Background: an optimization exercise with open tools, aiming at small area, a short achievable clock period and few clock cycles per item. Do not read the settings as production practice. Only simulation tests tie the RTL to the original design; equivalence was not proved.

### run.sh
#!/bin/bash
# synth_recipe.tcl (not shown) runs the flow's synth.tcl, then flattens the netlist and writes it again
# the make line also repeats each setting of config.mk as NAME=value (left out here)
make -C /OpenROAD-flow-scripts/flow DESIGN_CONFIG=/design/flow/config.mk WORK_HOME=/design/flow/orfs CLKGATE_MAP_FILE= SYNTH_SCRIPT=/design/flow/synth_recipe.tcl finish
### config.mk
export PLATFORM = sky130hd
export DESIGN_NAME = multiplyer
export DESIGN_NICKNAME = multiplyer
export VERILOG_FILES = /design/flow/design.v
export SDC_FILE = /design/flow/constraint.sdc
export NUM_CORES = 4
export LEC_CHECK = 0
export CAP_MARGIN = 20
export CORE_MARGIN = 2
export CORE_UTILIZATION = 40
export SLEW_MARGIN = 20
### constraint.sdc
create_clock -name core_clock -period 8.0 [get_ports {clk}]
set_input_delay 1.6000 -clock core_clock [delete_from_list [all_inputs] [get_ports {clk}]]
set_output_delay 1.6000 -clock core_clock [all_outputs]
set_load 0.01 [all_outputs]
### design.v
module multiplyer(
    clk,
    rst_n,
    A,
    B,
    result,
    start_sig,
    done_sig
);
    input   clk;
    input   rst_n;
    input   [31:0]A;
    input   [31:0]B;
    input   start_sig;
    output  [31:0]result;
    output  [3:0]done_sig;
    reg     [32:0]rA; 
    reg     [32:0]rB; 
    reg     rSign;
    reg     [9:0]rExp; 
    reg     [47:0]rM;
    reg     [31:0]rResult;
    reg     isOver;
    reg     isUnder;
    reg     isZero;
    reg     isDone;
    reg     [4:0]i;
    assign  done_sig = {isOver,isUnder,isZero,isDone};
    assign  result = rResult;
    always@(posedge clk or negedge rst_n)
    if(!rst_n)
    begin
        rA <= 0; 
        rB <= 0; 
        rSign <= 0;
        rExp <= 0; 
        rM <= 0;
        rResult <= 0;
        isOver <= 0;
        isUnder <= 0;
        isZero <= 0;
        isDone <= 0;
        i <= 0;
    end
    else if(start_sig)
    begin
        case (i)
            0: 
            begin
                rA <= {A[31:23],1'b1,A[22:0]};
                rB <= {B[31:23],1'b1,B[22:0]};
                rSign <= A[31]^B[31];
                isOver <= 1'b0;
                isUnder <= 1'b0;
                isZero <= 1'b0;
                i <= i + 1'b1;
            end
            1:
            begin
                if(rA[31:24]==rB[31:24]&&(rA[22:0]!=23'd0 && rB[22:0]!=23'd0)||rA[32]^rB[32])
                begin
                end
                i <= i+ 1'b1;
            end
            2:
            begin
                rExp <= rA[31:24]+rB[31:24]-8'd127;
                rM <= rA[23:0]*rB[23:0];
                i <= i+1'b1;
            end
            3:
            begin
                if(rM[47] ==  1'b1) 
                begin
                    rM <= rM;
                    rExp <= rExp + 1'b1;
                end
                else if(rM[46] ==  1'b1)
                begin
                    rM <= rM << 1;
                end else if(rM[45]==1'b1)
                begin
                    rM <= rM << 2;
                    rExp <= rExp - 1'b1;
                end
                i <= i+1'b1;
            end
            4:
            begin
                if(rExp[9:8]==2'b01)
                begin
                    isOver <= 1'b1;
                    rResult <= {1'b0,8'd127,23'd0};
                end else if(rExp[9:8]==2'b11)
                begin
                    isUnder <= 1'b1;
                    rResult <= {1'b0,8'd127,23'd0};
                end else if(rM[47:24]==24'd0)
                begin
                    isZero <= 1'b1;
                    rResult <= {1'b0,8'd127,23'd0};
                end else if(rM[23]== 1'b1) 
                    rResult <= {rSign,rExp[7:0],rM[46:24]}; 
                else
                    rResult <= {rSign,rExp[7:0],rM[46:24]};
                i <= i+1'b1;
            end
            5:
            begin
                isDone <= 1'b1;
                i <= i+1'b1;
            end
            6:
            begin
                isDone <= 1'b0;
                i <= 0;
            end
            default:i <= 0;
        endcase
    end
endmodule
==> results.txt <==
[repair_timing]
| action | CTS | global route |
|---|---|---|
| hold buffers | 0 | 0 |
| endpoints found under the setup margin | 0 | 4 |
| buffers inserted | 0 | 0 |
| resized for setup | 0 | 6 |
[cell type report]
class / count / area (sq um)
fill: 6358 / 36700
sequential: 163 / 4090
multi-input combinational: 1923 / 19600
tap: 864 / 1080
timing repair buffer: 153 / 1420
inverter: 571 / 2140
clock inverter: 15 / 153
clock buffer: 17 / 425
[logic make-up (layout without fill, tap and decap cells)]
family | after synthesis | in the layout
compound gates | 325 | 325
xor+xnor | 56 | 56
fa+ha+maj | 685 | 685
buf+inv | 729 | 756
flops | 163 | 163
mux | 61 | 61
simple gates | 796 | 796
[flip-flops by register name (all words and copies together) (netlist names)]
register,flops
i,5
isDone,1
isOver,1
isUnder,1
isZero,1
rA,32
rB,31
rExp,10
rM,48
rResult,32
rSign,1
[through the flow]
stage	hold slack, ns	cells	area [sq um]
3_3_place_gp	0.478	3674	28400
6_report	0.499	3706	29000
2_1_floorplan	0.459	2815	26500
4_1_cts	0.490	3706	28900
5_1_grt	0.517	3706	29000
3_5_place_dp	0.475	3674	28400
[cells in the mapped netlist (24+ instances only)]
cell type	count	area share [%]
fa_1	484	37
nor2_1	52	0.74
clkbuf_1	149	2.1
mux2_2	58	2.5
a21o_1	38	1.1
dfrtp_1	163	15
ha_1	201	9.5
and2_1	283	6.7
inv_1	571	8.1
a21oi_1	66	1.2
a22o_1	24	0.79
xnor2_1	37	1.2
a222oi_1	24	0.91
nand2_1	376	5.3
o21ai_0	62	1.2
[layer usage]
layer | track usage [%] | share of wire (%) | up-vias
met3 | 2.91 | 4.8 | 121
met2 | 36.0 | 50 | 512
met4 | 7.73 | 3.3 | 0
met5 | 0 | 0 | -
met1 | 27.1 | 42 | 9972
li1 | - | - | 8682
[worst min-delay path by stage]
stage	startpoint	end	cells after the start
floorplan	i[4]$_DFFE_PN0P_	i[2]$_DFFE_PN0P_	1
global placement	rSign$_DFFE_PN0P_	rResult[31]$_DFFE_PN0P_	1
detailed placement	i[4]$_DFFE_PN0P_	i[2]$_DFFE_PN0P_	1
CTS	i[4]$_DFFE_PN0P_	i[2]$_DFFE_PN0P_	1
global route	i[4]$_DFFE_PN0P_	i[2]$_DFFE_PN0P_	1
finish	i[4]$_DFFE_PN0P_	i[2]$_DFFE_PN0P_	1
==> results.txt <==
status finished clean; post-synthesis mux area share roughly 2.6%; iteration count of the initial detailed-routing pass 8; drt wl/cell 18.2 microns; IO Pins 103; post-route ant nets 0; drt initial violations between 1,000 and 1,500; synthesized instance count 2,815; post-synthesis to final-layout area growth 9.43%; H-tree Lvls 4; Compound-Gate Fraction of Synth Area under 10%; clock latency on the worst-skew pair 0.50 ns; Ant. Diodes 0; Clock Skews between 0.02 and 0.025 ns; CP Capture Point rM[47]$_DFFE_PN0P_; clock buffer depth 2; Die W 261 microns; largest net degree at the start of global routing 101; max_slew headroom a little over a quarter; worst-margin pin slew roughly 1.1 ns; layout cells sized above 1 6.12%; Inserted Clock Buffers 17; sequential share of the synthesized area between 10% and 20%; Sink Count 163; die height about 260 microns; setup TNS 0 ns; Root Buffer clkbuf_16; Final Wtd Congestion 0.879; PortBufs 102; Max-Cap Viols 0; Pins Over Slew Limit 0; CTS tree built; reg-to-reg slack, setup between 0.4 and 0.5 ns; initial antenna violation count 0; global route total overflow 0; crit-path most repeated cell fa_1; row count 94; Post-Synthesis Net Count about 3,600; DR vias 19,300; Reg clk slew, reported paths ~0.090 ns; Final Setup Violations 0; Synth Cell Area 0.0265 sq mm; worst setup path startpoint rB[5]$_DFFE_PN0P_; Netlist cell types 73; EDFF count, synth 0; RSZ-0062 raised after global routing false; vias in the first global route 21,300; post-synthesis simple-gate area fraction 14.9%; DP HPWL 55,000 microns; RR Endpoint rM[47]$_DFFE_PN0P_; final WL 67,400 microns; pre-CTS setup slack 0.395 ns; initial core utilization 40.3%; critical path depth 25; synthesized-area fraction occupied by adder cells 46.1%; Core Box Area 0.0656 sq mm; async set or reset register ratio after synthesis 100%; r2r startpoint rB[5]$_DFFE_PN0P_; period utilisation layout 93.9%; Worst Path Max Fanout 13; Critical Path RT 8.39 ns; commonest non-fill, non-tap cells in the layout inv_1 (571), fa_1 (484), nand2_1 (376); final hold vios 0; minimum clock period 7.51 ns; crit path kind flop to flop; DRC 0; CP max stage cell dfrtp_1; fin nets 3,581; total track usage 21.0%; CP Capture Type flop; Startpoint Class flop; Max stage delay on crit path a little under 0.7 ns; die area 0.0682 sq mm; R2R cell count 25; worst hold path type flop to flop; Buf+Inv Stages, Crit Path 6; most common cell after layout, fill and taps aside inv_1; CP arrival 7.90 ns; synthesized area per cell 9.40 sq um; Max Fclk 133 MHz; first-pass GRT wire length roughly 110,000 microns; largest family of logic cells by synthesized area adder cells; FF+latch count, synth 163; Vias per Instance 5.20; YS warnings 1; synthesized-area fraction occupied by xor and xnor cells 1.85%; fin worst setup slack between 0.4 and 0.5 ns; ys flop type dfrtp_1; critical path's top delay family adder cells; Finished Core Util 44.1%
Testbench counts, summed over its fixed seeds: cycles 11,200, items 1,600.

afterwards: timing with drivers on the ports:
How much do the figures lean on ideal ports? The routed layout below was timed once more, with nothing changed but the port constraints.
Step 1: set_driving_cell puts a clkbuf_16 on clk and a buf_2 on each other input, an assumption about the parent block.
Step 2 times the ports against the registers' clock, not the clock port: input delays grow and output delays shrink by t, the midpoint of the rising clock arrivals with the driver on.
Three values: ideal, step 1, step 2; two values: the first two.
t (ns): 0.544
setup slack, ns: 0.488 / 0.488 / 0.488
worst slew at a driven data input, ns: 0.06
After both steps setup and hold are still met in this run. The setup slack of this run moves by 0.000 ns with the drivers and by 0.000 ns with both steps.
